This is an optimization exercise on Yosys and OpenROAD, whose aim is small area, not a production implementation. The RTL was checked by simulation tests, not by an equivalence proof against the original design.

==> flow/design.v (outline; a module is shown in full before it is edited, if it fits) <==
// module cr_xor: 7 lines
// module cr_xnor: 7 lines
// module cr_cmux: 8 lines
// module cr_addn: 25 lines
// module cr_prefix: 15 lines
// module cr_nand2: 7 lines
// module cr_o22ai: 9 lines
// module cr_incdec: 20 lines
// module cordic: 542 lines
module cordic (
  input                clk,
  input                reset,
  input                operands_val,
  input  signed [15:0] x_start,
  input  signed [15:0] y_start,
  input  signed [15:0] angle,
  output signed [15:0] sine,
  output signed [15:0] cosine,
  output               out_valid
);
  // ...
==> flow/flow/run.sh <==
#!/bin/bash
# Own layout flow: the standard ORFS flow (standard.sh, including its
# standard synthesis), with two changes to how the layout is built:
#  - the input/output port buffers are sky130_fd_sc_hd__buf_1 cells;
#  - clock tree synthesis inserts no dummy loads and clusters up to 24 sinks.
# ORFS writes each step's full log under orfs/logs/; make's own output goes
# to make.log in this folder.
set -euo pipefail
export BUFFER_PORTS_ARGS="-buffer_cell sky130_fd_sc_hd__buf_1"
export CTS_ARGS="-sink_clustering_enable -repair_clock_nets -dont_use_dummy_load -sink_clustering_size 24 -sink_clustering_max_diameter 100"
bash standard.sh finish > make.log 2>&1
==> flow/standard.sh <==
#!/bin/bash
# synth_recipe.tcl (not shown) runs the flow's synth.tcl, then flattens the netlist and writes it again
# the make line also repeats each setting of config.mk as NAME=value (left out here)
make -C /OpenROAD-flow-scripts/flow DESIGN_CONFIG=/design/flow/config.mk WORK_HOME=/design/flow/orfs CLKGATE_MAP_FILE= SYNTH_SCRIPT=/design/flow/synth_recipe.tcl "${@:-finish}"
==> flow/config.mk <==
export PLATFORM = sky130hd
export DESIGN_NAME = cordic
export DESIGN_NICKNAME = cordic
export VERILOG_FILES = /design/flow/design.v
export SDC_FILE = /design/flow/constraint.sdc
export NUM_CORES = 4
export LEC_CHECK = 0
export CAP_MARGIN = 0
export CORE_MARGIN = 2
export CORE_UTILIZATION = 60
export SETUP_SLACK_MARGIN = 0.1
export SLEW_MARGIN = 0
export SYNTH_HIERARCHICAL = 1
export SYNTH_MINIMUM_KEEP_SIZE = 0
==> flow/constraint.sdc <==
create_clock -name core_clock -period 5.0 [get_ports {clk}]
set_input_delay 1.0000 -clock core_clock [delete_from_list [all_inputs] [get_ports {clk}]]
set_output_delay 1.0000 -clock core_clock [all_outputs]
set_load 0.01 [all_outputs]
==> impl_metrics.py, run 1 <==
metrics = {
    "outcome": {
        "run_status": "complete, no violations",
    },
    "synth": {
        "ys_warn_count": 7,
    },
    "detailed_routing": {
        "met3_length_um": 977,
        "drt-pass1-iter-count": 5,
    },
    "floorplan": {
        "nWellTaps": 600,
        "num_rows": 78,
        "die_area_um2": 47970,
        "die_h_um": 219.0,
    },
    "clocking": {
        "cts_htree_levels": 1,
        "ctsRootBufferMaster": "clkbuf_16",
        "cts-resized-gates": 0,
    },
    "placed_design": {
        "routabilityCongestion": 0.8400,
    },
    "critical_path": {
        "crit_fanout": 8,
        "setup.worst_path.end": "xa3[14]",
        "cp_cell_sequence": "xnor2_1 -> xor2_1 -> mux2i_1 -> mux2i_1 -> mux2i_2 -> mux2i_1 -> or2_2 -> nand2_1 -> xor2_2 -> xnor2_1 -> xnor2_1 -> mux2i_1 -> mux2i_1 -> mux2i_1 -> mux2i_1 -> or2_2 -> o22ai_1 -> xor2_1",
        "cpMostUsedCell": "mux2i_1",
    },
    "cells_and_area": {
        "layout_common_cells": "646 x xor2_1, 428 x dfxtp_1, 383 x xnor2_1",
        "fill_cells": 3866,
        "drive_gt1_share_pct": 8.133,
        "n_all_inverters": 109,
        "instances_no_fill": 3600,
    },
    "sta": {
        "hold_viol": 0,
        "finalCritPeriodShare_pct": 91.04,
        "layout_setup_ws_ps": 447.9,
        "fin_crit_ps": 4552,
        "whs_ps": 329.8,
        "fin_tns_setup_ps": 0,
    },
    "global_routing": {
        "grt_pass1_vias": 19116,
        "antenna_found_initial": 0,
        "track_usage_pct": 22.08,
        "grt_pass1_wl_um": 89510,
    },
    "hold_path": {
        "hold_depth": 0,
    },
}
==> inputs of run 2 (changes only) <==
--- a/flow/design.v
+++ b/flow/design.v
@@ -91,34 +91,418 @@
       genvar i;
       for (i = 1; i < W; i = i + 1) begin : g_b
         cr_o22ai u_f (.a1(incn), .b1(a1n[i-1]), .a2(decn), .b2(a0n[i-1]), .y(f[i]));
       end
     end
   endgenerate
   cr_xor #(.W(W)) u_y (.a(x), .b(f), .y(y));
 endmodule
+module cr_tmsbx (
+  input      p1,
+  input      p0,
+  input      d,
+  input      q15,
+  input      q14,
+  output reg inc,
+  output reg dec
+);
+  always @(*) begin
+    case ({p1, p0, d, q15, q14})
+      5'd0: {inc, dec} = 2'b00;
+      5'd1: {inc, dec} = 2'b00;
+      5'd2: {inc, dec} = 2'b01;
+      5'd3: {inc, dec} = 2'b01;
+      5'd4: {inc, dec} = 2'b00;
+      5'd5: {inc, dec} = 2'b01;
+      5'd6: {inc, dec} = 2'b00;
+      5'd7: {inc, dec} = 2'b00;
+      5'd8: {inc, dec} = 2'b00;
+      5'd9: {inc, dec} = 2'b00;
+      5'd10: {inc, dec} = 2'b01;
+      5'd11: {inc, dec} = 2'b00;
+      5'd12: {inc, dec} = 2'b00;
+      5'd13: {inc, dec} = 2'b00;
+      5'd14: {inc, dec} = 2'b00;
+      5'd15: {inc, dec} = 2'b00;
+      5'd16: {inc, dec} = 2'b00;
+      5'd17: {inc, dec} = 2'b00;
+      5'd18: {inc, dec} = 2'b00;
+      5'd19: {inc, dec} = 2'b00;
+      5'd20: {inc, dec} = 2'b00;
+      5'd21: {inc, dec} = 2'b00;
+      5'd22: {inc, dec} = 2'b10;
+      5'd23: {inc, dec} = 2'b00;
+      5'd24: {inc, dec} = 2'b00;
+      5'd25: {inc, dec} = 2'b10;
+      5'd26: {inc, dec} = 2'b00;
+      5'd27: {inc, dec} = 2'b00;
+      5'd28: {inc, dec} = 2'b00;
+      5'd29: {inc, dec} = 2'b00;
+      5'd30: {inc, dec} = 2'b10;
+      5'd31: {inc, dec} = 2'b10;
+    endcase
+  end
+endmodule
+module cr_toutx (
+  input      p1,
+  input      p0,
+  input      d14,
+  input      q15,
+  input      q14,
+  input      d15,
+  input      s14,
+  output reg s1,
+  output reg s0,
+  output reg inc,
+  output reg dec
+);
+  always @(*) begin
+    case ({p1, p0, d14, q15, q14, d15, s14})
+      7'd0: {s1, s0, inc, dec} = 4'b0000;
+      7'd1: {s1, s0, inc, dec} = 4'b1101;
+      7'd2: {s1, s0, inc, dec} = 4'b0000;
+      7'd3: {s1, s0, inc, dec} = 4'b0100;
+      7'd4: {s1, s0, inc, dec} = 4'b0100;
+      7'd5: {s1, s0, inc, dec} = 4'b0000;
+      7'd6: {s1, s0, inc, dec} = 4'b0100;
+      7'd7: {s1, s0, inc, dec} = 4'b1000;
+      7'd8: {s1, s0, inc, dec} = 4'b1001;
+      7'd9: {s1, s0, inc, dec} = 4'b0101;
+      7'd10: {s1, s0, inc, dec} = 4'b1001;
+      7'd11: {s1, s0, inc, dec} = 4'b1101;
+      7'd12: {s1, s0, inc, dec} = 4'b1101;
+      7'd13: {s1, s0, inc, dec} = 4'b1001;
+      7'd14: {s1, s0, inc, dec} = 4'b1101;
+      7'd15: {s1, s0, inc, dec} = 4'b0000;
+      7'd16: {s1, s0, inc, dec} = 4'b0000;
+      7'd17: {s1, s0, inc, dec} = 4'b1101;
+      7'd18: {s1, s0, inc, dec} = 4'b0000;
+      7'd19: {s1, s0, inc, dec} = 4'b0100;
+      7'd20: {s1, s0, inc, dec} = 4'b1101;
+      7'd21: {s1, s0, inc, dec} = 4'b1001;
+      7'd22: {s1, s0, inc, dec} = 4'b1101;
+      7'd23: {s1, s0, inc, dec} = 4'b0000;
+      7'd24: {s1, s0, inc, dec} = 4'b1000;
+      7'd25: {s1, s0, inc, dec} = 4'b0100;
+      7'd26: {s1, s0, inc, dec} = 4'b1000;
+      7'd27: {s1, s0, inc, dec} = 4'b1100;
+      7'd28: {s1, s0, inc, dec} = 4'b0100;
+      7'd29: {s1, s0, inc, dec} = 4'b0000;
+      7'd30: {s1, s0, inc, dec} = 4'b0100;
+      7'd31: {s1, s0, inc, dec} = 4'b1000;
+      7'd32: {s1, s0, inc, dec} = 4'b0100;
+      7'd33: {s1, s0, inc, dec} = 4'b0000;
+      7'd34: {s1, s0, inc, dec} = 4'b0100;
+      7'd35: {s1, s0, inc, dec} = 4'b1000;
+      7'd36: {s1, s0, inc, dec} = 4'b1000;
+      7'd37: {s1, s0, inc, dec} = 4'b0100;
+      7'd38: {s1, s0, inc, dec} = 4'b1000;
+      7'd39: {s1, s0, inc, dec} = 4'b1100;
+      7'd40: {s1, s0, inc, dec} = 4'b1101;
+      7'd41: {s1, s0, inc, dec} = 4'b1001;
+      7'd42: {s1, s0, inc, dec} = 4'b1101;
+      7'd43: {s1, s0, inc, dec} = 4'b0000;
+      7'd44: {s1, s0, inc, dec} = 4'b0000;
+      7'd45: {s1, s0, inc, dec} = 4'b1101;
+      7'd46: {s1, s0, inc, dec} = 4'b0000;
+      7'd47: {s1, s0, inc, dec} = 4'b0100;
+      7'd48: {s1, s0, inc, dec} = 4'b0100;
+      7'd49: {s1, s0, inc, dec} = 4'b0000;
+      7'd50: {s1, s0, inc, dec} = 4'b0100;
+      7'd51: {s1, s0, inc, dec} = 4'b1000;
+      7'd52: {s1, s0, inc, dec} = 4'b0000;
+      7'd53: {s1, s0, inc, dec} = 4'b1101;
+      7'd54: {s1, s0, inc, dec} = 4'b0000;
+      7'd55: {s1, s0, inc, dec} = 4'b0100;
+      7'd56: {s1, s0, inc, dec} = 4'b1100;
+      7'd57: {s1, s0, inc, dec} = 4'b1000;
+      7'd58: {s1, s0, inc, dec} = 4'b1100;
+      7'd59: {s1, s0, inc, dec} = 4'b0010;
+      7'd60: {s1, s0, inc, dec} = 4'b1000;
+      7'd61: {s1, s0, inc, dec} = 4'b0100;
+      7'd62: {s1, s0, inc, dec} = 4'b1000;
+      7'd63: {s1, s0, inc, dec} = 4'b1100;
+      7'd64: {s1, s0, inc, dec} = 4'b1000;
+      7'd65: {s1, s0, inc, dec} = 4'b0100;
+      7'd66: {s1, s0, inc, dec} = 4'b1000;
+      7'd67: {s1, s0, inc, dec} = 4'b1100;
+      7'd68: {s1, s0, inc, dec} = 4'b1100;
+      7'd69: {s1, s0, inc, dec} = 4'b1000;
+      7'd70: {s1, s0, inc, dec} = 4'b1100;
+      7'd71: {s1, s0, inc, dec} = 4'b0010;
+      7'd72: {s1, s0, inc, dec} = 4'b0000;
+      7'd73: {s1, s0, inc, dec} = 4'b1101;
+      7'd74: {s1, s0, inc, dec} = 4'b0000;
+      7'd75: {s1, s0, inc, dec} = 4'b0100;
+      7'd76: {s1, s0, inc, dec} = 4'b0100;
+      7'd77: {s1, s0, inc, dec} = 4'b0000;
+      7'd78: {s1, s0, inc, dec} = 4'b0100;
+      7'd79: {s1, s0, inc, dec} = 4'b1000;
+      7'd80: {s1, s0, inc, dec} = 4'b1000;
+      7'd81: {s1, s0, inc, dec} = 4'b0100;
+      7'd82: {s1, s0, inc, dec} = 4'b1000;
+      7'd83: {s1, s0, inc, dec} = 4'b1100;
+      7'd84: {s1, s0, inc, dec} = 4'b0100;
+      7'd85: {s1, s0, inc, dec} = 4'b0000;
+      7'd86: {s1, s0, inc, dec} = 4'b0100;
+      7'd87: {s1, s0, inc, dec} = 4'b1000;
+      7'd88: {s1, s0, inc, dec} = 4'b0010;
+      7'd89: {s1, s0, inc, dec} = 4'b1100;
+      7'd90: {s1, s0, inc, dec} = 4'b0010;
+      7'd91: {s1, s0, inc, dec} = 4'b0110;
+      7'd92: {s1, s0, inc, dec} = 4'b1100;
+      7'd93: {s1, s0, inc, dec} = 4'b1000;
+      7'd94: {s1, s0, inc, dec} = 4'b1100;
+      7'd95: {s1, s0, inc, dec} = 4'b0010;
+      7'd96: {s1, s0, inc, dec} = 4'b1100;
+      7'd97: {s1, s0, inc, dec} = 4'b1000;
+      7'd98: {s1, s0, inc, dec} = 4'b1100;
+      7'd99: {s1, s0, inc, dec} = 4'b0010;
+      7'd100: {s1, s0, inc, dec} = 4'b0010;
+      7'd101: {s1, s0, inc, dec} = 4'b1100;
+      7'd102: {s1, s0, inc, dec} = 4'b0010;
+      7'd103: {s1, s0, inc, dec} = 4'b0110;
+      7'd104: {s1, s0, inc, dec} = 4'b0100;
+      7'd105: {s1, s0, inc, dec} = 4'b0000;
+      7'd106: {s1, s0, inc, dec} = 4'b0100;
+      7'd107: {s1, s0, inc, dec} = 4'b1000;
+      7'd108: {s1, s0, inc, dec} = 4'b1000;
+      7'd109: {s1, s0, inc, dec} = 4'b0100;
+      7'd110: {s1, s0, inc, dec} = 4'b1000;
+      7'd111: {s1, s0, inc, dec} = 4'b1100;
+      7'd112: {s1, s0, inc, dec} = 4'b1100;
+      7'd113: {s1, s0, inc, dec} = 4'b1000;
+      7'd114: {s1, s0, inc, dec} = 4'b1100;
+      7'd115: {s1, s0, inc, dec} = 4'b0010;
+      7'd116: {s1, s0, inc, dec} = 4'b1000;
+      7'd117: {s1, s0, inc, dec} = 4'b0100;
+      7'd118: {s1, s0, inc, dec} = 4'b1000;
+      7'd119: {s1, s0, inc, dec} = 4'b1100;
+      7'd120: {s1, s0, inc, dec} = 4'b0110;
+      7'd121: {s1, s0, inc, dec} = 4'b0010;
+      7'd122: {s1, s0, inc, dec} = 4'b0110;
+      7'd123: {s1, s0, inc, dec} = 4'b1010;
+      7'd124: {s1, s0, inc, dec} = 4'b0010;
+      7'd125: {s1, s0, inc, dec} = 4'b1100;
+      7'd126: {s1, s0, inc, dec} = 4'b0010;
+      7'd127: {s1, s0, inc, dec} = 4'b0110;
+    endcase
+  end
+endmodule
+module cr_tmsby (
+  input      p1,
+  input      p0,
+  input      d,
+  input      q15,
+  input      q14,
+  output reg inc,
+  output reg dec
+);
+  always @(*) begin
+    case ({p1, p0, d, q15, q14})
+      5'd0: {inc, dec} = 2'b00;
+      5'd1: {inc, dec} = 2'b01;
+      5'd2: {inc, dec} = 2'b00;
+      5'd3: {inc, dec} = 2'b00;
+      5'd4: {inc, dec} = 2'b00;
+      5'd5: {inc, dec} = 2'b00;
+      5'd6: {inc, dec} = 2'b01;
+      5'd7: {inc, dec} = 2'b01;
+      5'd8: {inc, dec} = 2'b00;
+      5'd9: {inc, dec} = 2'b00;
+      5'd10: {inc, dec} = 2'b00;
+      5'd11: {inc, dec} = 2'b00;
+      5'd12: {inc, dec} = 2'b00;
+      5'd13: {inc, dec} = 2'b00;
+      5'd14: {inc, dec} = 2'b01;
+      5'd15: {inc, dec} = 2'b00;
+      5'd16: {inc, dec} = 2'b00;
+      5'd17: {inc, dec} = 2'b00;
+      5'd18: {inc, dec} = 2'b10;
+      5'd19: {inc, dec} = 2'b00;
+      5'd20: {inc, dec} = 2'b00;
+      5'd21: {inc, dec} = 2'b00;
+      5'd22: {inc, dec} = 2'b00;
+      5'd23: {inc, dec} = 2'b00;
+      5'd24: {inc, dec} = 2'b00;
+      5'd25: {inc, dec} = 2'b00;
+      5'd26: {inc, dec} = 2'b10;
+      5'd27: {inc, dec} = 2'b10;
+      5'd28: {inc, dec} = 2'b00;
+      5'd29: {inc, dec} = 2'b10;
+      5'd30: {inc, dec} = 2'b00;
+      5'd31: {inc, dec} = 2'b00;
+    endcase
+  end
+endmodule
+module cr_touty (
+  input      p1,
+  input      p0,
+  input      d14,
+  input      q15,
+  input      q14,
+  input      d15,
+  input      s14,
+  output reg s1,
+  output reg s0,
+  output reg inc,
+  output reg dec
+);
+  always @(*) begin
+    case ({p1, p0, d14, q15, q14, d15, s14})
+      7'd0: {s1, s0, inc, dec} = 4'b0000;
+      7'd1: {s1, s0, inc, dec} = 4'b0100;
+      7'd2: {s1, s0, inc, dec} = 4'b0000;
+      7'd3: {s1, s0, inc, dec} = 4'b1101;
+      7'd4: {s1, s0, inc, dec} = 4'b1101;
+      7'd5: {s1, s0, inc, dec} = 4'b0000;
+      7'd6: {s1, s0, inc, dec} = 4'b1101;
+      7'd7: {s1, s0, inc, dec} = 4'b1001;
+      7'd8: {s1, s0, inc, dec} = 4'b1000;
+      7'd9: {s1, s0, inc, dec} = 4'b1100;
+      7'd10: {s1, s0, inc, dec} = 4'b1000;
+      7'd11: {s1, s0, inc, dec} = 4'b0100;
+      7'd12: {s1, s0, inc, dec} = 4'b0100;
+      7'd13: {s1, s0, inc, dec} = 4'b1000;
+      7'd14: {s1, s0, inc, dec} = 4'b0100;
+      7'd15: {s1, s0, inc, dec} = 4'b0000;
+      7'd16: {s1, s0, inc, dec} = 4'b0000;
+      7'd17: {s1, s0, inc, dec} = 4'b0100;
+      7'd18: {s1, s0, inc, dec} = 4'b0000;
+      7'd19: {s1, s0, inc, dec} = 4'b1101;
+      7'd20: {s1, s0, inc, dec} = 4'b0100;
+      7'd21: {s1, s0, inc, dec} = 4'b1000;
+      7'd22: {s1, s0, inc, dec} = 4'b0100;
+      7'd23: {s1, s0, inc, dec} = 4'b0000;
+      7'd24: {s1, s0, inc, dec} = 4'b1001;
+      7'd25: {s1, s0, inc, dec} = 4'b1101;
+      7'd26: {s1, s0, inc, dec} = 4'b1001;
+      7'd27: {s1, s0, inc, dec} = 4'b0101;
+      7'd28: {s1, s0, inc, dec} = 4'b1101;
+      7'd29: {s1, s0, inc, dec} = 4'b0000;
+      7'd30: {s1, s0, inc, dec} = 4'b1101;
+      7'd31: {s1, s0, inc, dec} = 4'b1001;
+      7'd32: {s1, s0, inc, dec} = 4'b0100;
+      7'd33: {s1, s0, inc, dec} = 4'b1000;
+      7'd34: {s1, s0, inc, dec} = 4'b0100;
+      7'd35: {s1, s0, inc, dec} = 4'b0000;
+      7'd36: {s1, s0, inc, dec} = 4'b0000;
+      7'd37: {s1, s0, inc, dec} = 4'b0100;
+      7'd38: {s1, s0, inc, dec} = 4'b0000;
+      7'd39: {s1, s0, inc, dec} = 4'b1101;
+      7'd40: {s1, s0, inc, dec} = 4'b1100;
+      7'd41: {s1, s0, inc, dec} = 4'b0010;
+      7'd42: {s1, s0, inc, dec} = 4'b1100;
+      7'd43: {s1, s0, inc, dec} = 4'b1000;
+      7'd44: {s1, s0, inc, dec} = 4'b1000;
+      7'd45: {s1, s0, inc, dec} = 4'b1100;
+      7'd46: {s1, s0, inc, dec} = 4'b1000;
+      7'd47: {s1, s0, inc, dec} = 4'b0100;
+      7'd48: {s1, s0, inc, dec} = 4'b0100;
+      7'd49: {s1, s0, inc, dec} = 4'b1000;
+      7'd50: {s1, s0, inc, dec} = 4'b0100;
+      7'd51: {s1, s0, inc, dec} = 4'b0000;
+      7'd52: {s1, s0, inc, dec} = 4'b1000;
+      7'd53: {s1, s0, inc, dec} = 4'b1100;
+      7'd54: {s1, s0, inc, dec} = 4'b1000;
+      7'd55: {s1, s0, inc, dec} = 4'b0100;
+      7'd56: {s1, s0, inc, dec} = 4'b1101;
+      7'd57: {s1, s0, inc, dec} = 4'b0000;
+      7'd58: {s1, s0, inc, dec} = 4'b1101;
+      7'd59: {s1, s0, inc, dec} = 4'b1001;
+      7'd60: {s1, s0, inc, dec} = 4'b0000;
+      7'd61: {s1, s0, inc, dec} = 4'b0100;
+      7'd62: {s1, s0, inc, dec} = 4'b0000;
+      7'd63: {s1, s0, inc, dec} = 4'b1101;
+      7'd64: {s1, s0, inc, dec} = 4'b1000;
+      7'd65: {s1, s0, inc, dec} = 4'b1100;
+      7'd66: {s1, s0, inc, dec} = 4'b1000;
+      7'd67: {s1, s0, inc, dec} = 4'b0100;
+      7'd68: {s1, s0, inc, dec} = 4'b0100;
+      7'd69: {s1, s0, inc, dec} = 4'b1000;
+      7'd70: {s1, s0, inc, dec} = 4'b0100;
+      7'd71: {s1, s0, inc, dec} = 4'b0000;
+      7'd72: {s1, s0, inc, dec} = 4'b0010;
+      7'd73: {s1, s0, inc, dec} = 4'b0110;
+      7'd74: {s1, s0, inc, dec} = 4'b0010;
+      7'd75: {s1, s0, inc, dec} = 4'b1100;
+      7'd76: {s1, s0, inc, dec} = 4'b1100;
+      7'd77: {s1, s0, inc, dec} = 4'b0010;
+      7'd78: {s1, s0, inc, dec} = 4'b1100;
+      7'd79: {s1, s0, inc, dec} = 4'b1000;
+      7'd80: {s1, s0, inc, dec} = 4'b1000;
+      7'd81: {s1, s0, inc, dec} = 4'b1100;
+      7'd82: {s1, s0, inc, dec} = 4'b1000;
+      7'd83: {s1, s0, inc, dec} = 4'b0100;
+      7'd84: {s1, s0, inc, dec} = 4'b1100;
+      7'd85: {s1, s0, inc, dec} = 4'b0010;
+      7'd86: {s1, s0, inc, dec} = 4'b1100;
+      7'd87: {s1, s0, inc, dec} = 4'b1000;
+      7'd88: {s1, s0, inc, dec} = 4'b0000;
+      7'd89: {s1, s0, inc, dec} = 4'b0100;
+      7'd90: {s1, s0, inc, dec} = 4'b0000;
+      7'd91: {s1, s0, inc, dec} = 4'b1101;
+      7'd92: {s1, s0, inc, dec} = 4'b0100;
+      7'd93: {s1, s0, inc, dec} = 4'b1000;
+      7'd94: {s1, s0, inc, dec} = 4'b0100;
+      7'd95: {s1, s0, inc, dec} = 4'b0000;
+      7'd96: {s1, s0, inc, dec} = 4'b1100;
+      7'd97: {s1, s0, inc, dec} = 4'b0010;
+      7'd98: {s1, s0, inc, dec} = 4'b1100;
+      7'd99: {s1, s0, inc, dec} = 4'b1000;
+      7'd100: {s1, s0, inc, dec} = 4'b1000;
+      7'd101: {s1, s0, inc, dec} = 4'b1100;
+      7'd102: {s1, s0, inc, dec} = 4'b1000;
+      7'd103: {s1, s0, inc, dec} = 4'b0100;
+      7'd104: {s1, s0, inc, dec} = 4'b0110;
+      7'd105: {s1, s0, inc, dec} = 4'b1010;
+      7'd106: {s1, s0, inc, dec} = 4'b0110;
+      7'd107: {s1, s0, inc, dec} = 4'b0010;
+      7'd108: {s1, s0, inc, dec} = 4'b0010;
+      7'd109: {s1, s0, inc, dec} = 4'b0110;
+      7'd110: {s1, s0, inc, dec} = 4'b0010;
+      7'd111: {s1, s0, inc, dec} = 4'b1100;
+      7'd112: {s1, s0, inc, dec} = 4'b1100;
+      7'd113: {s1, s0, inc, dec} = 4'b0010;
+      7'd114: {s1, s0, inc, dec} = 4'b1100;
+      7'd115: {s1, s0, inc, dec} = 4'b1000;
+      7'd116: {s1, s0, inc, dec} = 4'b0010;
+      7'd117: {s1, s0, inc, dec} = 4'b0110;
+      7'd118: {s1, s0, inc, dec} = 4'b0010;
+      7'd119: {s1, s0, inc, dec} = 4'b1100;
+      7'd120: {s1, s0, inc, dec} = 4'b0100;
+      7'd121: {s1, s0, inc, dec} = 4'b1000;
+      7'd122: {s1, s0, inc, dec} = 4'b0100;
+      7'd123: {s1, s0, inc, dec} = 4'b0000;
+      7'd124: {s1, s0, inc, dec} = 4'b1000;
+      7'd125: {s1, s0, inc, dec} = 4'b1100;
+      7'd126: {s1, s0, inc, dec} = 4'b1000;
+      7'd127: {s1, s0, inc, dec} = 4'b0100;
+    endcase
+  end
+endmodule
 module cordic (
   input                clk,
   input                reset,
   input                operands_val,
   input  signed [15:0] x_start,
   input  signed [15:0] y_start,
   input  signed [15:0] angle,
   output signed [15:0] sine,
   output signed [15:0] cosine,
   output               out_valid
 );
   localparam [15:0] ODD = 16'haaaa;
-  reg [9:0] vld;
+  reg [8:0] vld;
   always @(posedge clk) begin
-    if (reset) vld <= 10'd0;
-    else       vld <= {vld[8:0], operands_val};
+    if (reset) vld <= 9'd0;
+    else       vld <= {vld[7:0], operands_val};
   end
-  assign out_valid = vld[9];
+  assign out_valid = vld[8];
   wire [15:0] t0 = angle - 16'd12868;
   wire [15:0] x0_0_s;
   wire x0_0_co;
   wire [15:0] x0_0_bn = {~(y_start[15] ^ 1'b1), y_start[14] ^ 1'b1, ~(y_start[13] ^ 1'b1), y_start[12] ^ 1'b1, ~(y_start[11] ^ 1'b1), y_start[10] ^ 1'b1, ~(y_start[9] ^ 1'b1), y_start[8] ^ 1'b1, ~(y_start[7] ^ 1'b1), y_start[6] ^ 1'b1, ~(y_start[5] ^ 1'b1), y_start[4] ^ 1'b1, ~(y_start[3] ^ 1'b1), y_start[2] ^ 1'b1, ~(y_start[1] ^ 1'b1), y_start[0] ^ 1'b1};
   cr_addn #(.N(16)) u_x0_0 (.a(x_start[15:0]), .bn(x0_0_bn), .cin(1'b1), .s(x0_0_s), .co(x0_0_co));
   wire [15:0] y0_0_s;
   wire y0_0_co;
   wire [15:0] y0_0_bn = {~(x_start[15] ^ 1'b0), x_start[14] ^ 1'b0, ~(x_start[13] ^ 1'b0), x_start[12] ^ 1'b0, ~(x_start[11] ^ 1'b0), x_start[10] ^ 1'b0, ~(x_start[9] ^ 1'b0), x_start[8] ^ 1'b0, ~(x_start[7] ^ 1'b0), x_start[6] ^ 1'b0, ~(x_start[5] ^ 1'b0), x_start[4] ^ 1'b0, ~(x_start[3] ^ 1'b0), x_start[2] ^ 1'b0, ~(x_start[1] ^ 1'b0), x_start[0] ^ 1'b0};
@@ -499,142 +883,109 @@
   cr_incdec #(.W(10)) u_x10_t (.x(xv6[15:6]), .incn(~(x10_t_cl & ~x10_t_sg)), .decn(~(~x10_t_cl & x10_t_sg)), .y(x10_t_s));
   wire y10_t_cl = y10_4_co;
   wire y10_t_sg = xv6[15] ^ ~(dr6[10]);
   wire [9:0] y10_t_s;
   cr_incdec #(.W(10)) u_y10_t (.x(yv6[15:6]), .incn(~(y10_t_cl & ~y10_t_sg)), .decn(~(~y10_t_cl & y10_t_sg)), .y(y10_t_s));
   wire [15:0] x10 = {x10_t_s, x10_4_s, xl6};
   wire [15:0] y10 = {y10_t_s, y10_4_s, yl6};
   wire dir11 = dr6[11];
-  wire [3:0] x11_0_s;
+  wire [4:0] x11_0_s;
   wire x11_0_co;
-  wire [3:0] x11_0_bn = {~(y10[14] ^ dir11), y10[13] ^ dir11, ~(y10[12] ^ dir11), y10[11] ^ dir11};
-  cr_addn #(.N(4)) u_x11_0 (.a(x10[3:0]), .bn(x11_0_bn), .cin(dir11), .s(x11_0_s), .co(x11_0_co));
-  wire [3:0] y11_0_s;
+  wire [4:0] x11_0_bn = {y10[15] ^ dir11, ~(y10[14] ^ dir11), y10[13] ^ dir11, ~(y10[12] ^ dir11), y10[11] ^ dir11};
+  cr_addn #(.N(5)) u_x11_0 (.a(x10[4:0]), .bn(x11_0_bn), .cin(dir11), .s(x11_0_s), .co(x11_0_co));
+  wire [4:0] y11_0_s;
   wire y11_0_co;
-  wire [3:0] y11_0_bn = {~(x10[14] ^ ~dir11), x10[13] ^ ~dir11, ~(x10[12] ^ ~dir11), x10[11] ^ ~dir11};
-  cr_addn #(.N(4)) u_y11_0 (.a(y10[3:0]), .bn(y11_0_bn), .cin(~dir11), .s(y11_0_s), .co(y11_0_co));
-  reg [3:0] xl7, yl7;
-  reg cx7, cy7;
-  reg [15:4] xa7, ya7;
-  reg [15:11] dr7;
-  always @(posedge clk) begin
-    xl7 <= {x11_0_s};
-    yl7 <= {y11_0_s};
-    cx7 <= x11_0_co;
-    cy7 <= y11_0_co;
-    xa7 <= x10[15:4];
-    ya7 <= y10[15:4];
-    dr7 <= {dr6[15], dr6[14], dr6[13], dr6[12], dr6[11]};
-  end
-  wire [15:0] xv7 = {xa7, 4'd0};
-  wire [15:0] yv7 = {ya7, 4'd0};
-  wire [0:0] x11_4_s;
-  wire x11_4_co;
-  wire [0:0] x11_4_bn = {yv7[15] ^ (dr7[11])};
-  cr_addn #(.N(1)) u_x11_4 (.a(xv7[4:4]), .bn(x11_4_bn), .cin(cx7), .s(x11_4_s), .co(x11_4_co));
-  wire [0:0] y11_4_s;
-  wire y11_4_co;
-  wire [0:0] y11_4_bn = {xv7[15] ^ ~(dr7[11])};
-  cr_addn #(.N(1)) u_y11_4 (.a(yv7[4:4]), .bn(y11_4_bn), .cin(cy7), .s(y11_4_s), .co(y11_4_co));
-  wire x11_t_cl = ~x11_4_co;
-  wire x11_t_sg = yv7[15] ^ (dr7[11]);
+  wire [4:0] y11_0_bn = {x10[15] ^ ~dir11, ~(x10[14] ^ ~dir11), x10[13] ^ ~dir11, ~(x10[12] ^ ~dir11), x10[11] ^ ~dir11};
+  cr_addn #(.N(5)) u_y11_0 (.a(y10[4:0]), .bn(y11_0_bn), .cin(~dir11), .s(y11_0_s), .co(y11_0_co));
+  wire x11_t_cl = ~x11_0_co;
+  wire x11_t_sg = y10[15] ^ dir11;
   wire [10:0] x11_t_s;
-  cr_incdec #(.W(11)) u_x11_t (.x(xv7[15:5]), .incn(~(x11_t_cl & ~x11_t_sg)), .decn(~(~x11_t_cl & x11_t_sg)), .y(x11_t_s));
-  wire y11_t_cl = ~y11_4_co;
-  wire y11_t_sg = xv7[15] ^ ~(dr7[11]);
+  cr_incdec #(.W(11)) u_x11_t (.x(x10[15:5]), .incn(~(x11_t_cl & ~x11_t_sg)), .decn(~(~x11_t_cl & x11_t_sg)), .y(x11_t_s));
+  wire y11_t_cl = ~y11_0_co;
+  wire y11_t_sg = x10[15] ^ ~dir11;
   wire [10:0] y11_t_s;
-  cr_incdec #(.W(11)) u_y11_t (.x(yv7[15:5]), .incn(~(y11_t_cl & ~y11_t_sg)), .decn(~(~y11_t_cl & y11_t_sg)), .y(y11_t_s));
-  wire [15:0] x11 = {x11_t_s, x11_4_s, xl7};
-  wire [15:0] y11 = {y11_t_s, y11_4_s, yl7};
+  cr_incdec #(.W(11)) u_y11_t (.x(y10[15:5]), .incn(~(y11_t_cl & ~y11_t_sg)), .decn(~(~y11_t_cl & y11_t_sg)), .y(y11_t_s));
+  wire [15:0] x11 = {x11_t_s, x11_0_s};
+  wire [15:0] y11 = {y11_t_s, y11_0_s};
+  reg [15:0] xr7, yr7;
+  reg [15:12] dr7;
+  always @(posedge clk) begin
+    xr7 <= x11;
+    yr7 <= y11;
+    dr7 <= {dr6[15], dr6[14], dr6[13], dr6[12]};
+  end
   wire dir12 = dr7[12];
   wire [3:0] x12_0_s;
   wire x12_0_co;
-  wire [3:0] x12_0_bn = {~(y11[15] ^ dir12), y11[14] ^ dir12, ~(y11[13] ^ dir12), y11[12] ^ dir12};
-  cr_addn #(.N(4)) u_x12_0 (.a(x11[3:0]), .bn(x12_0_bn), .cin(dir12), .s(x12_0_s), .co(x12_0_co));
+  wire [3:0] x12_0_bn = {~(yr7[15] ^ dir12), yr7[14] ^ dir12, ~(yr7[13] ^ dir12), yr7[12] ^ dir12};
+  cr_addn #(.N(4)) u_x12_0 (.a(xr7[3:0]), .bn(x12_0_bn), .cin(dir12), .s(x12_0_s), .co(x12_0_co));
   wire [3:0] y12_0_s;
   wire y12_0_co;
-  wire [3:0] y12_0_bn = {~(x11[15] ^ ~dir12), x11[14] ^ ~dir12, ~(x11[13] ^ ~dir12), x11[12] ^ ~dir12};
-  cr_addn #(.N(4)) u_y12_0 (.a(y11[3:0]), .bn(y12_0_bn), .cin(~dir12), .s(y12_0_s), .co(y12_0_co));
+  wire [3:0] y12_0_bn = {~(xr7[15] ^ ~dir12), xr7[14] ^ ~dir12, ~(xr7[13] ^ ~dir12), xr7[12] ^ ~dir12};
+  cr_addn #(.N(4)) u_y12_0 (.a(yr7[3:0]), .bn(y12_0_bn), .cin(~dir12), .s(y12_0_s), .co(y12_0_co));
   wire x12_t_cl = x12_0_co;
-  wire x12_t_sg = y11[15] ^ dir12;
+  wire x12_t_sg = yr7[15] ^ dir12;
   wire [11:0] x12_t_s;
-  cr_incdec #(.W(12)) u_x12_t (.x(x11[15:4]), .incn(~(x12_t_cl & ~x12_t_sg)), .decn(~(~x12_t_cl & x12_t_sg)), .y(x12_t_s));
+  cr_incdec #(.W(12)) u_x12_t (.x(xr7[15:4]), .incn(~(x12_t_cl & ~x12_t_sg)), .decn(~(~x12_t_cl & x12_t_sg)), .y(x12_t_s));
   wire y12_t_cl = y12_0_co;
-  wire y12_t_sg = x11[15] ^ ~dir12;
+  wire y12_t_sg = xr7[15] ^ ~dir12;
   wire [11:0] y12_t_s;
-  cr_incdec #(.W(12)) u_y12_t (.x(y11[15:4]), .incn(~(y12_t_cl & ~y12_t_sg)), .decn(~(~y12_t_cl & y12_t_sg)), .y(y12_t_s));
+  cr_incdec #(.W(12)) u_y12_t (.x(yr7[15:4]), .incn(~(y12_t_cl & ~y12_t_sg)), .decn(~(~y12_t_cl & y12_t_sg)), .y(y12_t_s));
   wire [15:0] x12 = {x12_t_s, x12_0_s};
   wire [15:0] y12 = {y12_t_s, y12_0_s};
-  reg [15:0] xr8, yr8;
-  reg [15:13] dr8;
-  always @(posedge clk) begin
-    xr8 <= x12;
-    yr8 <= y12;
-    dr8 <= {dr7[15], dr7[14], dr7[13]};
-  end
-  wire dir13 = dr8[13];
+  wire dir13 = dr7[13];
   wire [2:0] x13_0_s;
   wire x13_0_co;
-  wire [2:0] x13_0_bn = {yr8[15] ^ dir13, ~(yr8[14] ^ dir13), yr8[13] ^ dir13};
-  cr_addn #(.N(3)) u_x13_0 (.a(xr8[2:0]), .bn(x13_0_bn), .cin(dir13), .s(x13_0_s), .co(x13_0_co));
+  wire [2:0] x13_0_bn = {y12[15] ^ dir13, ~(y12[14] ^ dir13), y12[13] ^ dir13};
+  cr_addn #(.N(3)) u_x13_0 (.a(x12[2:0]), .bn(x13_0_bn), .cin(dir13), .s(x13_0_s), .co(x13_0_co));
   wire [2:0] y13_0_s;
   wire y13_0_co;
-  wire [2:0] y13_0_bn = {xr8[15] ^ ~dir13, ~(xr8[14] ^ ~dir13), xr8[13] ^ ~dir13};
-  cr_addn #(.N(3)) u_y13_0 (.a(yr8[2:0]), .bn(y13_0_bn), .cin(~dir13), .s(y13_0_s), .co(y13_0_co));
+  wire [2:0] y13_0_bn = {x12[15] ^ ~dir13, ~(x12[14] ^ ~dir13), x12[13] ^ ~dir13};
+  cr_addn #(.N(3)) u_y13_0 (.a(y12[2:0]), .bn(y13_0_bn), .cin(~dir13), .s(y13_0_s), .co(y13_0_co));
   wire x13_t_cl = ~x13_0_co;
-  wire x13_t_sg = yr8[15] ^ dir13;
+  wire x13_t_sg = y12[15] ^ dir13;
   wire [12:0] x13_t_s;
-  cr_incdec #(.W(13)) u_x13_t (.x(xr8[15:3]), .incn(~(x13_t_cl & ~x13_t_sg)), .decn(~(~x13_t_cl & x13_t_sg)), .y(x13_t_s));
+  cr_incdec #(.W(13)) u_x13_t (.x(x12[15:3]), .incn(~(x13_t_cl & ~x13_t_sg)), .decn(~(~x13_t_cl & x13_t_sg)), .y(x13_t_s));
   wire y13_t_cl = ~y13_0_co;
-  wire y13_t_sg = xr8[15] ^ ~dir13;
+  wire y13_t_sg = x12[15] ^ ~dir13;
   wire [12:0] y13_t_s;
-  cr_incdec #(.W(13)) u_y13_t (.x(yr8[15:3]), .incn(~(y13_t_cl & ~y13_t_sg)), .decn(~(~y13_t_cl & y13_t_sg)), .y(y13_t_s));
+  cr_incdec #(.W(13)) u_y13_t (.x(y12[15:3]), .incn(~(y13_t_cl & ~y13_t_sg)), .decn(~(~y13_t_cl & y13_t_sg)), .y(y13_t_s));
   wire [15:0] x13 = {x13_t_s, x13_0_s};
   wire [15:0] y13 = {y13_t_s, y13_0_s};
-  wire dir14 = dr8[14];
-  wire [1:0] x14_0_s;
-  wire x14_0_co;
-  wire [1:0] x14_0_bn = {~(y13[15] ^ dir14), y13[14] ^ dir14};
-  cr_addn #(.N(2)) u_x14_0 (.a(x13[1:0]), .bn(x14_0_bn), .cin(dir14), .s(x14_0_s), .co(x14_0_co));
-  wire [1:0] y14_0_s;
-  wire y14_0_co;
-  wire [1:0] y14_0_bn = {~(x13[15] ^ ~dir14), x13[14] ^ ~dir14};
-  cr_addn #(.N(2)) u_y14_0 (.a(y13[1:0]), .bn(y14_0_bn), .cin(~dir14), .s(y14_0_s), .co(y14_0_co));
-  wire x14_t_cl = x14_0_co;
-  wire x14_t_sg = y13[15] ^ dir14;
-  wire [13:0] x14_t_s;
-  cr_incdec #(.W(14)) u_x14_t (.x(x13[15:2]), .incn(~(x14_t_cl & ~x14_t_sg)), .decn(~(~x14_t_cl & x14_t_sg)), .y(x14_t_s));
-  wire y14_t_cl = y14_0_co;
-  wire y14_t_sg = x13[15] ^ ~dir14;
-  wire [13:0] y14_t_s;
-  cr_incdec #(.W(14)) u_y14_t (.x(y13[15:2]), .incn(~(y14_t_cl & ~y14_t_sg)), .decn(~(~y14_t_cl & y14_t_sg)), .y(y14_t_s));
-  wire [15:0] x14 = {x14_t_s, x14_0_s};
-  wire [15:0] y14 = {y14_t_s, y14_0_s};
-  reg [15:0] xr9, yr9;
-  reg [15:15] dr9;
+  reg [15:0] xr8, yr8;
+  reg [15:14] dr8;
   always @(posedge clk) begin
-    xr9 <= x14;
-    yr9 <= y14;
-    dr9 <= {dr8[15]};
-  end
-  wire dir15 = dr9[15];
-  wire [0:0] x15_0_s;
-  wire x15_0_co;
-  wire [0:0] x15_0_bn = {yr9[15] ^ dir15};
-  cr_addn #(.N(1)) u_x15_0 (.a(xr9[0:0]), .bn(x15_0_bn), .cin(dir15), .s(x15_0_s), .co(x15_0_co));
-  wire [0:0] y15_0_s;
-  wire y15_0_co;
-  wire [0:0] y15_0_bn = {xr9[15] ^ ~dir15};
-  cr_addn #(.N(1)) u_y15_0 (.a(yr9[0:0]), .bn(y15_0_bn), .cin(~dir15), .s(y15_0_s), .co(y15_0_co));
-  wire x15_t_cl = ~x15_0_co;
-  wire x15_t_sg = yr9[15] ^ dir15;
-  wire [14:0] x15_t_s;
-  cr_incdec #(.W(15)) u_x15_t (.x(xr9[15:1]), .incn(~(x15_t_cl & ~x15_t_sg)), .decn(~(~x15_t_cl & x15_t_sg)), .y(x15_t_s));
-  wire y15_t_cl = ~y15_0_co;
-  wire y15_t_sg = xr9[15] ^ ~dir15;
-  wire [14:0] y15_t_s;
-  cr_incdec #(.W(15)) u_y15_t (.x(yr9[15:1]), .incn(~(y15_t_cl & ~y15_t_sg)), .decn(~(~y15_t_cl & y15_t_sg)), .y(y15_t_s));
-  wire [15:0] x15 = {x15_t_s, x15_0_s};
-  wire [15:0] y15 = {y15_t_s, y15_0_s};
+    xr8 <= x13;
+    yr8 <= y13;
+    dr8 <= {dr7[15], dr7[14]};
+  end
+  wire m_d14 = dr8[14];
+  wire m_d15 = dr8[15];
+  wire m_xi, m_xd;
+  cr_tmsbx u_mx (.p1(xr8[1]), .p0(xr8[0]), .d(m_d14), .q15(yr8[15]), .q14(yr8[14]), .inc(m_xi), .dec(m_xd));
+  wire [12:0] m_xa1n, m_xa0n;
+  cr_prefix #(.W(13)) u_mxp (.x(xr8[14:2]), .a1n(m_xa1n), .a0n(m_xa0n));
+  wire m_xf;
+  cr_o22ai u_mxf (.a1(~m_xi), .b1(m_xa1n[12]), .a2(~m_xd), .b2(m_xa0n[12]), .y(m_xf));
+  wire m_x14s = xr8[15] ^ m_xf;
+  wire m_yi, m_yd;
+  cr_tmsby u_my (.p1(yr8[1]), .p0(yr8[0]), .d(m_d14), .q15(xr8[15]), .q14(xr8[14]), .inc(m_yi), .dec(m_yd));
+  wire [12:0] m_ya1n, m_ya0n;
+  cr_prefix #(.W(13)) u_myp (.x(yr8[14:2]), .a1n(m_ya1n), .a0n(m_ya0n));
+  wire m_yf;
+  cr_o22ai u_myf (.a1(~m_yi), .b1(m_ya1n[12]), .a2(~m_yd), .b2(m_ya0n[12]), .y(m_yf));
+  wire m_y14s = yr8[15] ^ m_yf;
+  wire [1:0] m_xl;
+  wire m_xI, m_xD;
+  cr_toutx u_ox (.p1(xr8[1]), .p0(xr8[0]), .d14(m_d14), .q15(yr8[15]), .q14(yr8[14]), .d15(m_d15), .s14(m_y14s), .s1(m_xl[1]), .s0(m_xl[0]), .inc(m_xI), .dec(m_xD));
+  wire [13:0] m_xt;
+  cr_incdec #(.W(14)) u_mxt (.x(xr8[15:2]), .incn(~m_xI), .decn(~m_xD), .y(m_xt));
+  wire [15:0] x15 = {m_xt, m_xl};
+  wire [1:0] m_yl;
+  wire m_yI, m_yD;
+  cr_touty u_oy (.p1(yr8[1]), .p0(yr8[0]), .d14(m_d14), .q15(xr8[15]), .q14(xr8[14]), .d15(m_d15), .s14(m_x14s), .s1(m_yl[1]), .s0(m_yl[0]), .inc(m_yI), .dec(m_yD));
+  wire [13:0] m_yt;
+  cr_incdec #(.W(14)) u_myt (.x(yr8[15:2]), .incn(~m_yI), .decn(~m_yD), .y(m_yt));
+  wire [15:0] y15 = {m_yt, m_yl};
   assign cosine = x15;
   assign sine   = y15;
 endmodule
==> flow/config.mk (replaced) <==
export PLATFORM = sky130hd
export DESIGN_NAME = cordic
export DESIGN_NICKNAME = cordic
export VERILOG_FILES = /design/flow/design.v
export SDC_FILE = /design/flow/constraint.sdc
export NUM_CORES = 4
export LEC_CHECK = 0
export CAP_MARGIN = 0
export CORE_MARGIN = 2
export CORE_UTILIZATION = 60
export SLEW_MARGIN = 0
export SYNTH_HIERARCHICAL = 1
export SYNTH_MINIMUM_KEEP_SIZE = 0
==> impl_metrics.py, run 2 <==
metrics = {
    "clocking": {
        "path_clk_slew_ps": 90,
        "ctsRootBufferMaster": "clkbuf_16",
        "clockBufferDepth": 3,
        "cts_inserted_buffers": 20,
        "cts_tree": "done",
        "clock_latency_ps": 550,
        "cts-hold-fix-buffers": 0,
        "cts_htree_levels": 1,
        "clock_sinks": 401,
    },
    "global_routing": {
        "track_usage_pct": 22.15,
        "grt_pass1_vias": 18649,
        "antenna_found_initial": 0,
        "grt_pass1_wl_um": 87750,
        "grt.overflow.total": 0,
        "grt_max_degree": 25,
    },
    "critical_path": {
        "crit_fanout": 22,
        "end_kind": "output port",
        "crit_required_ps": 4000,
        "arrival_ps": 3730,
        "critPathKind": "reg2out",
        "worstSetupStartpointType": "register",
    },
    "placed_design": {
        "portBuffers": 83,
        "dp_slack_ps": -48.86,
        "hpwl_um": 41160,
        "routabilityCongestion": 0.8320,
    },
    "cells_and_area": {
        "ff_latch_area_um2": 8048,
        "final_common_cell": "xor2_1",
        "multi_input_area_um2": 17840,
        "area_delta_synth_final_pct": 6.820,
        "drive_gt1_share_pct": 9.506,
        "layout_common_cells": "599 x xor2_1, 392 x xnor2_1, 385 x dfxtp_1",
        "antenna_cells": 0,
        "nets": 3010,
        "fill_cells": 3809,
    },
    "outcome": {
        "run_status": "complete, no violations",
    },
    "sta": {
        "hold_viol": 0,
        "fin_crit_ps": 4727,
        "final-setup-viol-count": 0,
        "finalCritPeriodShare_pct": 94.54,
        "worstMarginPinSlew_ps": 977.3,
        "fin_tns_setup_ps": 0,
        "finClkSkew_ps": 24.39,
        "final_max_slew_viol_count": 0,
        "layout_setup_ws_ps": 273.2,
        "max-slew-margin-rel_pct": 34.38,
        "fmax_mhz": 211.6,
    },
    "hold_path": {
        "hp-class": "reg2reg",
    },
    "floorplan": {
        "coreArea_um2": 44030,
        "ios": 84,
        "start_util_pct": 60.42,
        "die_w_um": 214.6,
        "die_h_um": 214.6,
        "die_area_um2": 46040,
        "num_rows": 77,
    },
    "run": {
        "maxCapViolCount": 0,
    },
    "synth": {
        "avgSynthCellArea_um2": 9.351,
        "syn_area_um2": 26600,
        "syn_inst": 2845,
        "ys_warn_count": 11,
    },
    "detailed_routing": {
        "vias": 19380,
        "vias_per_cell": 5.495,
        "first_iter_violations": 830,
        "drt-pass1-iter-count": 5,
        "drc": 0,
        "postRouteAntennaNets": 0,
        "routedWlPerCell_um": 14.78,
        "routed_wl_um": 52130,
    },
}
==> run 2: changes by cell type in the layout (fill, tap and decap cells not counted), moves of 12 or more <==
cell | previous run | this run
buf_4 | 42 | 76
o22ai_1 | 210 | 185
dfxtp_1 | 428 | 385
o21ai_0 | 11 | 27
xor2_1 | 646 | 599
or2_2 | 75 | 63
==> run 2: critical path, stage by stage (launching register included) <==
cell and delay (ps):
dfxtp_1 320, buf_4 220, and4bb_2 250, a31oi_1 40, nor2b_1 160, inv_1 50, o22ai_1 220, xor2_2 170
buf_4 170, or2_1 240, a21o_1 160, a32oi_1 180, o32ai_1 110, inv_1 340, o22ai_1 170, xor2_1 200
buf_1 170
==> run 2: area by class of cell <==
cell class / instances / share of cell area [%]
Clock buffer: 20 / 1.761
Inverter: 107 / 1.413
Multi-Input combinational cell: 2248 / 62.79
Sequential cell: 401 / 28.32
Tap cell: 592 / 2.607
Timing Repair Buffer: 159 / 3.104
==> run 2: stage by stage <==
stage	cells	instance area [µm²]	hold WS, ps	utilization [%]
2_1_floorplan	2847	26610	309.6	-
3_3_place_gp	3483	27560	310.9	62.60
3_5_place_dp	3483	27560	312.1	62.60
4_1_cts	3503	28070	327.7	63.76
5_1_grt	3527	28420	325.1	64.54
6_report	3527	28420	324.5	64.54
==> run 2: worst paths after layout <==
kind,startpoint,end,slack (ps),cells past startpoint
setup / recovery,yr8[14],sine[9],270,16
hold / removal,dr2[14],dr3[14],320,0
setup reg to reg,dr6[10],yr7[9],330,16
hold reg to reg,dr2[14],dr3[14],320,0
==> run 2: metal layers <==
layer	share of wire, %	vias up	wire length, µm	GRT usage, %
li1	-	9915	-	-
met1	43	9168	22190	25.83
met2	53	225	27840	43.41
met3	1.9	72	973	1.901
met4	2.2	0	1121	5.046
met5	0	-	0	0
==> run 2: timing repair <==
action	4_1_cts	5_1_grt
setup endpoints to repair	2	116
pin swaps	0	16
buffers inserted	0	24
gates cloned	0	0
resized for setup	1	42
==> inputs of run 3 (changes only) <==
--- a/flow/config.mk
+++ b/flow/config.mk
@@ -8,6 +8,7 @@
 export CAP_MARGIN = 0
 export CORE_MARGIN = 2
 export CORE_UTILIZATION = 60
+export SETUP_SLACK_MARGIN = 0.1
 export SLEW_MARGIN = 0
 export SYNTH_HIERARCHICAL = 1
 export SYNTH_MINIMUM_KEEP_SIZE = 0
==> impl_metrics.py, run 3 <==
metrics = {
    "placed_design": {
        "placed_area_um2": 27600,
        "hpwl_um": 41320,
        "routabilityCongestion": 0.8526,
        "dp.cells": 3485,
        "portBuffers": 83,
    },
    "cells_and_area": {
        "final_common_cell": "xor2_1",
        "ff_latch_area_um2": 8053,
        "area_delta_synth_final_pct": 7.045,
        "multi_input_area_um2": 17900,
        "layout_common_cells": "596 x xor2_1, 392 x xnor2_1, 383 x dfxtp_1",
        "nets": 3010,
        "drive_gt1_share_pct": 9.881,
        "instances_no_fill": 3527,
        "final_util_pct": 64.68,
        "final_cell_area_um2": 28480,
        "fill_cells": 3875,
        "antenna_cells": 0,
    },
    "floorplan": {
        "num_rows": 77,
        "ios": 84,
        "die_area_um2": 46040,
        "die_w_um": 214.6,
        "die_h_um": 214.6,
        "coreArea_um2": 44030,
        "start_util_pct": 60.42,
    },
    "sta": {
        "finalCritPeriodShare_pct": 92.47,
        "hold_viol": 0,
        "finClkSkew_ps": 33.34,
        "fin_tns_setup_ps": 0,
        "fin_crit_ps": 4624,
        "final_max_slew_viol_count": 0,
        "final-setup-viol-count": 0,
        "worstMarginPinSlew_ps": 1020,
        "fmax_mhz": 216.3,
        "rsz0062_at_grt": "no",
        "max-slew-margin-rel_pct": 31.51,
    },
    "clocking": {
        "cts_htree_levels": 1,
        "cts_inserted_buffers": 20,
        "path_clk_slew_ps": 90,
        "clockBufferDepth": 3,
        "clock_sinks": 401,
        "cts_tree": "done",
        "ctsRootBufferMaster": "clkbuf_16",
        "cts-hold-fix-buffers": 0,
        "clock_latency_ps": 560,
    },
    "critical_path": {
        "crit_required_ps": 5390,
        "crit_fanout": 11,
        "startpoint": "xa6[14]",
        "r2r_start": "xa6[14]",
        "rrSetupSlack_ps": 380,
        "critPathKind": "reg2reg",
        "reg2reg_to": "xr7[6]",
        "setup.worst_path.end": "xr7[6]",
        "crit_family": "multiplexers",
        "cpMostUsedCell": "mux2i_1",
        "worst-path-stages": 17,
        "cp_cell_sequence": "xnor2_1 -> xor2_1 -> mux2i_1 -> mux2i_1 -> or2_2 -> o22ai_1 -> xor2_1 -> xor2_1 -> xor2_2 -> mux2i_1 -> mux2i_1 -> mux2i_1 -> mux2i_1 -> mux2i_2 -> or2_4 -> o22ai_1 -> xor2_1",
        "worstRegToRegCells": 17,
        "critPathSlowestCell": "dfxtp_1",
        "cpPeakStageDelay_ps": 450,
        "arrival_ps": 5010,
        "worstSetupStartpointType": "register",
        "cp.buffers_inverters": 0,
        "end_kind": "register",
    },
    "detailed_routing": {
        "first_iter_violations": 955,
        "drt-pass1-iter-count": 5,
        "vias": 19386,
        "routed_wl_um": 52360,
        "routedWlPerCell_um": 14.85,
        "postRouteAntennaNets": 0,
        "drc": 0,
        "vias_per_cell": 5.496,
    },
    "global_routing": {
        "grt_max_degree": 25,
        "grt_pass1_wl_um": 87440,
        "grt_pass1_vias": 18818,
        "grt.overflow.total": 0,
        "antenna_found_initial": 0,
        "track_usage_pct": 22.16,
    },
    "hold_path": {
        "hp-class": "reg2reg",
    },
    "synth": {
        "syn_area_um2": 26600,
        "syn_inst": 2845,
        "ys_warn_count": 11,
        "avgSynthCellArea_um2": 9.351,
    },
    "outcome": {
        "run_status": "complete, no violations",
    },
    "run": {
        "maxCapViolCount": 0,
    },
}
-- run 3: worst min-delay path by stage --
stage	startpoint	endpoint	slack [ps]	cells past startpoint
finish	dr2[10]	dr3[10]	330	0
global route	dr7[14]	dr8[14]	330	0
CTS	dr2[10]	dr3[10]	320	0
detailed placement	dr4[11]	dr5[11]	310	0
global placement	dr2[12]	dr3[12]	310	0
floorplan	dr2[10]	dr3[10]	310	0
-- run 3: timing repair --
action,CTS,global route
pin swaps,0,21
buffers inserted,0,22
setup endpoints to repair,27,127
resized for setup,3,52
-- run 3: stage by stage --
step	hold WS (ps)	setup WS, ps
3_3_place_gp	311.6	25.29
3_5_place_dp	312.1	-120.2
6_report	327.1	376.3
5_1_grt	332.8	59.58
2_1_floorplan	309.6	110.6
4_1_cts	321.8	102.5
-- run 3: cell type report --
cell class / instances / area share (%)
Clock buffer: 20 / 1.757
Tap cell: 592 / 2.601
Multi-Input combinational cell: 2248 / 62.84
Inverter: 107 / 1.424
Timing Repair Buffer: 159 / 3.098
Sequential cell: 401 / 28.28
-- run 3: per-layer routing --
layer | global-route usage [%] | part of all wire (%) | vias to the layer above
met5 | 0 | 0 | -
met4 | 4.907 | 1.9 | 0
met3 | 1.957 | 2.0 | 56
met2 | 44.17 | 54 | 229
met1 | 25.27 | 42 | 9197
li1 | - | - | 9904
==> inputs of run 4 (changes only) <==
==> flow/flow/run.sh (replaced) <==
#!/bin/bash
# Own layout flow: the standard ORFS flow (standard.sh, including its
# standard synthesis), with two changes to how the layout is built:
#  - the input/output port buffers are sky130_fd_sc_hd__buf_1 cells;
#  - clock tree synthesis inserts no dummy loads and clusters up to 30 sinks.
# ORFS writes each step's full log under orfs/logs/; make's own output goes
# to make.log in this folder.
set -euo pipefail
export BUFFER_PORTS_ARGS="-buffer_cell sky130_fd_sc_hd__buf_1"
export CTS_ARGS="-sink_clustering_enable -repair_clock_nets -dont_use_dummy_load -sink_clustering_size 30 -sink_clustering_max_diameter 100"
bash standard.sh finish > make.log 2>&1
--- a/flow/config.mk
+++ b/flow/config.mk
@@ -7,8 +7,7 @@
 export LEC_CHECK = 0
 export CAP_MARGIN = 0
 export CORE_MARGIN = 2
-export CORE_UTILIZATION = 60
-export SETUP_SLACK_MARGIN = 0.1
+export CORE_UTILIZATION = 70
 export SLEW_MARGIN = 0
 export SYNTH_HIERARCHICAL = 1
 export SYNTH_MINIMUM_KEEP_SIZE = 0
==> impl_metrics.py, run 4 <==
metrics = {
    "outcome": {
        "run_status": "complete, no violations",
    },
    "cells_and_area": {
        "nets": 3000,
        "antenna_cells": 0,
        "final_common_cell": "xor2_1",
        "area_delta_synth_final_pct": 6.095,
        "drive_gt1_share_pct": 9.333,
        "layout_common_cells": "599 x xor2_1, 391 x xnor2_1, 387 x dfxtp_1",
    },
    "clocking": {
        "cts_inserted_buffers": 17,
        "path_clk_slew_ps": 110,
        "ctsRootBufferMaster": "clkbuf_16",
        "clockBufferDepth": 3,
        "clock_latency_ps": 520,
        "clock_sinks": 401,
        "cts_tree": "done",
        "cts_htree_levels": 1,
    },
    "global_routing": {
        "antenna_found_initial": 0,
        "grt_pass1_vias": 18891,
        "track_usage_pct": 25.87,
        "grt_pass1_wl_um": 86440,
        "grt_max_degree": 31,
        "grt.overflow.total": 0,
    },
    "floorplan": {
        "die_w_um": 198.9,
        "ios": 84,
        "num_rows": 71,
        "start_util_pct": 70.80,
        "die_area_um2": 39580,
        "coreArea_um2": 37580,
        "die_h_um": 198.9,
    },
    "sta": {
        "fin_crit_ps": 4768,
        "max-slew-margin-rel_pct": 34.89,
        "final_max_slew_viol_count": 0,
        "finalCritPeriodShare_pct": 95.36,
        "layout_setup_ws_ps": 232.0,
        "final-setup-viol-count": 0,
        "fmax_mhz": 209.7,
        "hold_viol": 0,
        "worstMarginPinSlew_ps": 969.8,
        "finClkSkew_ps": 32.89,
    },
    "synth": {
        "avgSynthCellArea_um2": 9.351,
        "ys_warn_count": 11,
        "syn_inst": 2845,
        "syn_area_um2": 26600,
    },
    "placed_design": {
        "portBuffers": 83,
        "dp_slack_ps": -261.8,
        "hpwl_um": 41250,
        "routabilityCongestion": 0.8749,
    },
    "detailed_routing": {
        "first_iter_violations": 914,
        "vias": 19548,
        "drc": 0,
        "routed_wl_um": 52370,
        "vias_per_cell": 5.689,
        "routedWlPerCell_um": 15.24,
        "postRouteAntennaNets": 0,
        "drt-pass1-iter-count": 5,
    },
    "critical_path": {
        "end_kind": "register",
        "worstSetupStartpointType": "register",
        "arrival_ps": 5140,
        "crit_required_ps": 5370,
        "critPathKind": "reg2reg",
        "crit_fanout": 11,
    },
    "run": {
        "maxCapViolCount": 0,
    },
    "hold_path": {
        "hp-class": "reg2reg",
    },
}
run 4: final cells by class:
class                           instances  area (µm²)
Timing Repair Buffer                  152       829.5
Sequential cell                       401        8045
Inverter                              107       405.4
Fill cell                            2850        9353
Multi-Input combinational cell       2248       17880
Tap cell                              511       639.4
Clock buffer                           17       425.4
run 4: through the flow:
stage	hold slack (ps)	instances	TNS [ps]	area (µm²)	utilization [%]
2_1_floorplan	309.6	2847	0	26610	-
3_3_place_gp	310.9	3396	0	27420	72.96
3_5_place_dp	312.1	3396	-908.1	27420	72.96
4_1_cts	336.4	3413	0	27840	74.10
5_1_grt	339.2	3436	-939.8	28220	75.11
6_report	329.8	3436	0	28220	75.11
run 4: worst paths after layout:
| path | start | cells after the start | slack, ps | to |
|---|---|---|---|---|
| max | dr6[10] | 17 | 230 | xr7[6] |
| min | dr3[9] | 0 | 330 | dr4[9] |
| max reg2reg | dr6[10] | 17 | 230 | xr7[6] |
| min reg2reg | dr3[9] | 0 | 330 | dr4[9] |
run 4: routing by layer:
metal / up-vias / wire [µm] / track usage (%) / part of all wire (%)
li1: 9894 / - / - / -
met3: 84 / 919 / 1.797 / 1.8
met2: 269 / 28820 / 51.85 / 55
met1: 9301 / 21360 / 29.14 / 41
met4: 0 / 1270 / 6.744 / 2.4
met5: - / 0 / 0 / 0
run 4: critical path, stage by stage (launching register included):
cell	delay [ps]
dfxtp_1	480
xnor2_2	190
xor2_2	220
mux2i_2	290
mux2i_1	150
or2_2	410
o22ai_1	240
xor2_2	290
xor2_1	270
xor2_1	290
mux2i_1	330
mux2i_1	160
mux2i_1	230
mux2i_1	150
mux2i_1	300
or2_2	300
o22ai_1	120
xor2_1	210
run 4: repair_timing:
item,in CTS,in global routing
endpoints found under the setup margin,0,125
hold buffers,0,0
setup buffers,0,23
resized for setup,0,47
endpoints found under the hold margin,0,0
==> inputs of run 5 (changes only) <==
==> flow/flow/run.sh (replaced) <==
#!/bin/bash
# Own layout flow: the standard ORFS flow (standard.sh, including its
# standard synthesis), with two changes to how the layout is built:
#  - the input/output port buffers are sky130_fd_sc_hd__buf_1 cells;
#  - clock tree synthesis inserts no dummy loads and clusters up to 27 sinks.
# ORFS writes each step's full log under orfs/logs/; make's own output goes
# to make.log in this folder.
set -euo pipefail
export BUFFER_PORTS_ARGS="-buffer_cell sky130_fd_sc_hd__buf_1"
export CTS_ARGS="-sink_clustering_enable -repair_clock_nets -dont_use_dummy_load -sink_clustering_size 27 -sink_clustering_max_diameter 100"
bash standard.sh finish > make.log 2>&1
==> impl_metrics.py, run 5 <==
metrics = {
    "synth": {
        "avgSynthCellArea_um2": 9.351,
        "syn_area_um2": 26600,
        "syn_inst": 2845,
        "ys_warn_count": 11,
    },
    "critical_path": {
        "arrival_ps": 5150,
        "crit_required_ps": 5420,
        "crit_fanout": 8,
        "critPathKind": "in2reg",
        "r2r_start": "dr6[10]",
        "startpoint": "angle[3]",
        "end_kind": "register",
        "worstSetupStartpointType": "input pin",
    },
    "hold_path": {
        "worstHoldStart": "dr4[11]",
        "hp-class": "reg2reg",
    },
    "sta": {
        "fin_tns_setup_ps": 0,
        "fin_crit_ps": 4734,
        "whs_ps": 326.8,
        "max-slew-margin-rel_pct": 36.45,
        "finClkSkew_ps": 30.12,
        "layout_setup_ws_ps": 266.1,
        "final_max_slew_viol_count": 0,
        "finalCritPeriodShare_pct": 94.68,
        "fmax_mhz": 211.2,
        "worstMarginPinSlew_ps": 946.4,
        "hold_viol": 0,
        "final-setup-viol-count": 0,
    },
    "cells_and_area": {
        "final_common_cell": "xor2_1",
        "final_cell_area_um2": 28380,
        "area_delta_synth_final_pct": 6.674,
        "drive_gt1_share_pct": 9.779,
        "layout_common_cells": "596 x xor2_1, 391 x xnor2_1, 387 x dfxtp_1",
        "final_util_pct": 75.52,
        "fill_cells": 2796,
        "instances_no_fill": 3446,
        "nets": 3010,
        "antenna_cells": 0,
    },
    "placed_design": {
        "dp_slack_ps": -261.8,
        "placed_area_um2": 27420,
        "routabilityCongestion": 0.8749,
        "hpwl_um": 41250,
        "portBuffers": 83,
        "dp.cells": 3396,
    },
    "global_routing": {
        "antenna_found_initial": 0,
        "grt_pass1_wl_um": 86680,
        "grt_pass1_vias": 18978,
        "grt.overflow.total": 0,
        "track_usage_pct": 25.94,
        "grt_max_degree": 28,
    },
    "detailed_routing": {
        "postRouteAntennaNets": 0,
        "vias": 19613,
        "drt-pass1-iter-count": 8,
        "routedWlPerCell_um": 15.29,
        "routed_wl_um": 52700,
        "drc": 0,
        "first_iter_violations": 961,
        "vias_per_cell": 5.692,
    },
    "floorplan": {
        "start_util_pct": 70.80,
        "ios": 84,
        "num_rows": 71,
        "coreArea_um2": 37580,
        "die_area_um2": 39580,
        "die_h_um": 198.9,
        "die_w_um": 198.9,
    },
    "clocking": {
        "path_clk_slew_ps": 100,
        "clockBufferDepth": 3,
        "cts_inserted_buffers": 19,
        "ctsRootBufferMaster": "clkbuf_16",
        "clock_sinks": 401,
        "cts_tree": "done",
        "cts_htree_levels": 1,
        "clock_latency_ps": 520,
    },
    "outcome": {
        "run_status": "complete, no violations",
    },
    "run": {
        "maxCapViolCount": 0,
    },
}
[run 5: final cells by class]
type                    count  area [µm²]  share of cell area, %
multi-input cells        2248       17920                  63.16
flip-flops and latches    401        8045                  28.35
repair buffers            160       893.4                  3.148
well taps                 511       639.4                  2.253
clock buffers              19       475.5                  1.675
inverters                 107       401.6                  1.415
[run 5: layer usage]
| metal | global-route usage (%) | vias to the layer above | share of wire [%] |
|---|---|---|---|
| met5 | 0 | - | 0 |
| met1 | 29.05 | 9316 | 41 |
| met3 | 2.153 | 96 | 2.2 |
| met2 | 52.03 | 295 | 55 |
| met4 | 6.551 | 0 | 2.3 |
| li1 | - | 9906 | - |
[run 5: repair_timing]
| action | in CTS | in global routing |
|---|---|---|
| setup endpoints to repair | 0 | 126 |
| gates resized for setup | 0 | 53 |
| hold buffers | 0 | 0 |
| buffers inserted | 0 | 31 |
[run 5: final timing paths]
path,endpoint,cells past startpoint,slack (ps)
worst max-delay path,yl0[9],19,270
worst min-delay path,dr5[11],0,330
worst max register to register,xr7[6],17,320
worst min register to register,dr5[11],0,330
[run 5: worst max-delay path, cell delays in order]
cell and delay (ps):
buf_1 100, o41a_1 460, or3_4 360, a21oi_2 190
nand2b_2 100, a31oi_4 240, xnor2_4 160, buf_4 210
xor2_1 220, xnor2_1 200, mux2i_1 300, mux2i_1 140
mux2i_1 270, mux2i_1 160, mux2i_1 250, mux2i_1 150
mux2i_1 310, mux2i_2 150, xnor2_1 150

-- afterwards: timing with drivers on the ports --
No port has a modelled driver above. Below, the same layouts with a new extraction and two added sets of constraints. Step 1 (the two cells are an assumption about what drives the block):
set clk [get_ports {clk}]
set_driving_cell -lib_cell sky130_fd_sc_hd__clkbuf_16 $clk
set_driving_cell -lib_cell sky130_fd_sc_hd__buf_2 [delete_from_list [all_inputs] $clk]
Step 2 adds t to the input delays and takes it off the output delays; t is the mean of the earliest and latest rising clock arrival at the registers after step 1. Input paths then give back, and output paths get back, about the clock's delay inside the block. a / b / c = ideal / step 1 / step 2; a / b = the first two.
| run | t (ns) | slack for setup (ns) | worst setup path at the end | clock arrival spread, ns | pins driven straight from the clock port |
|---|---|---|---|---|---|
| run 1 | 0.601 | 0.448 / 0.448 / -0.015 | input to register | 0.045 / 0.045 | 1 |
| run 2 | 0.594 | 0.273 / 0.213 / -0.050 | input to register | 0.029 / 0.030 | 1 |
| run 3 | 0.600 | 0.376 / 0.343 / -0.060 | input to register | 0.040 / 0.040 | 1 |
| run 4 | 0.568 | 0.232 / 0.229 / -0.210 | input to register | 0.033 / 0.033 | 1 |
| run 5 | 0.568 | 0.266 / 0.256 / -0.265 | input to register | 0.035 / 0.035 | 1 |
Met with ideal ports but missed after step 2: setup timing in every run listed. For run 5, which loses most, drivers alone change the setup slack by -0.010 ns; drivers and shift together by -0.531 ns.
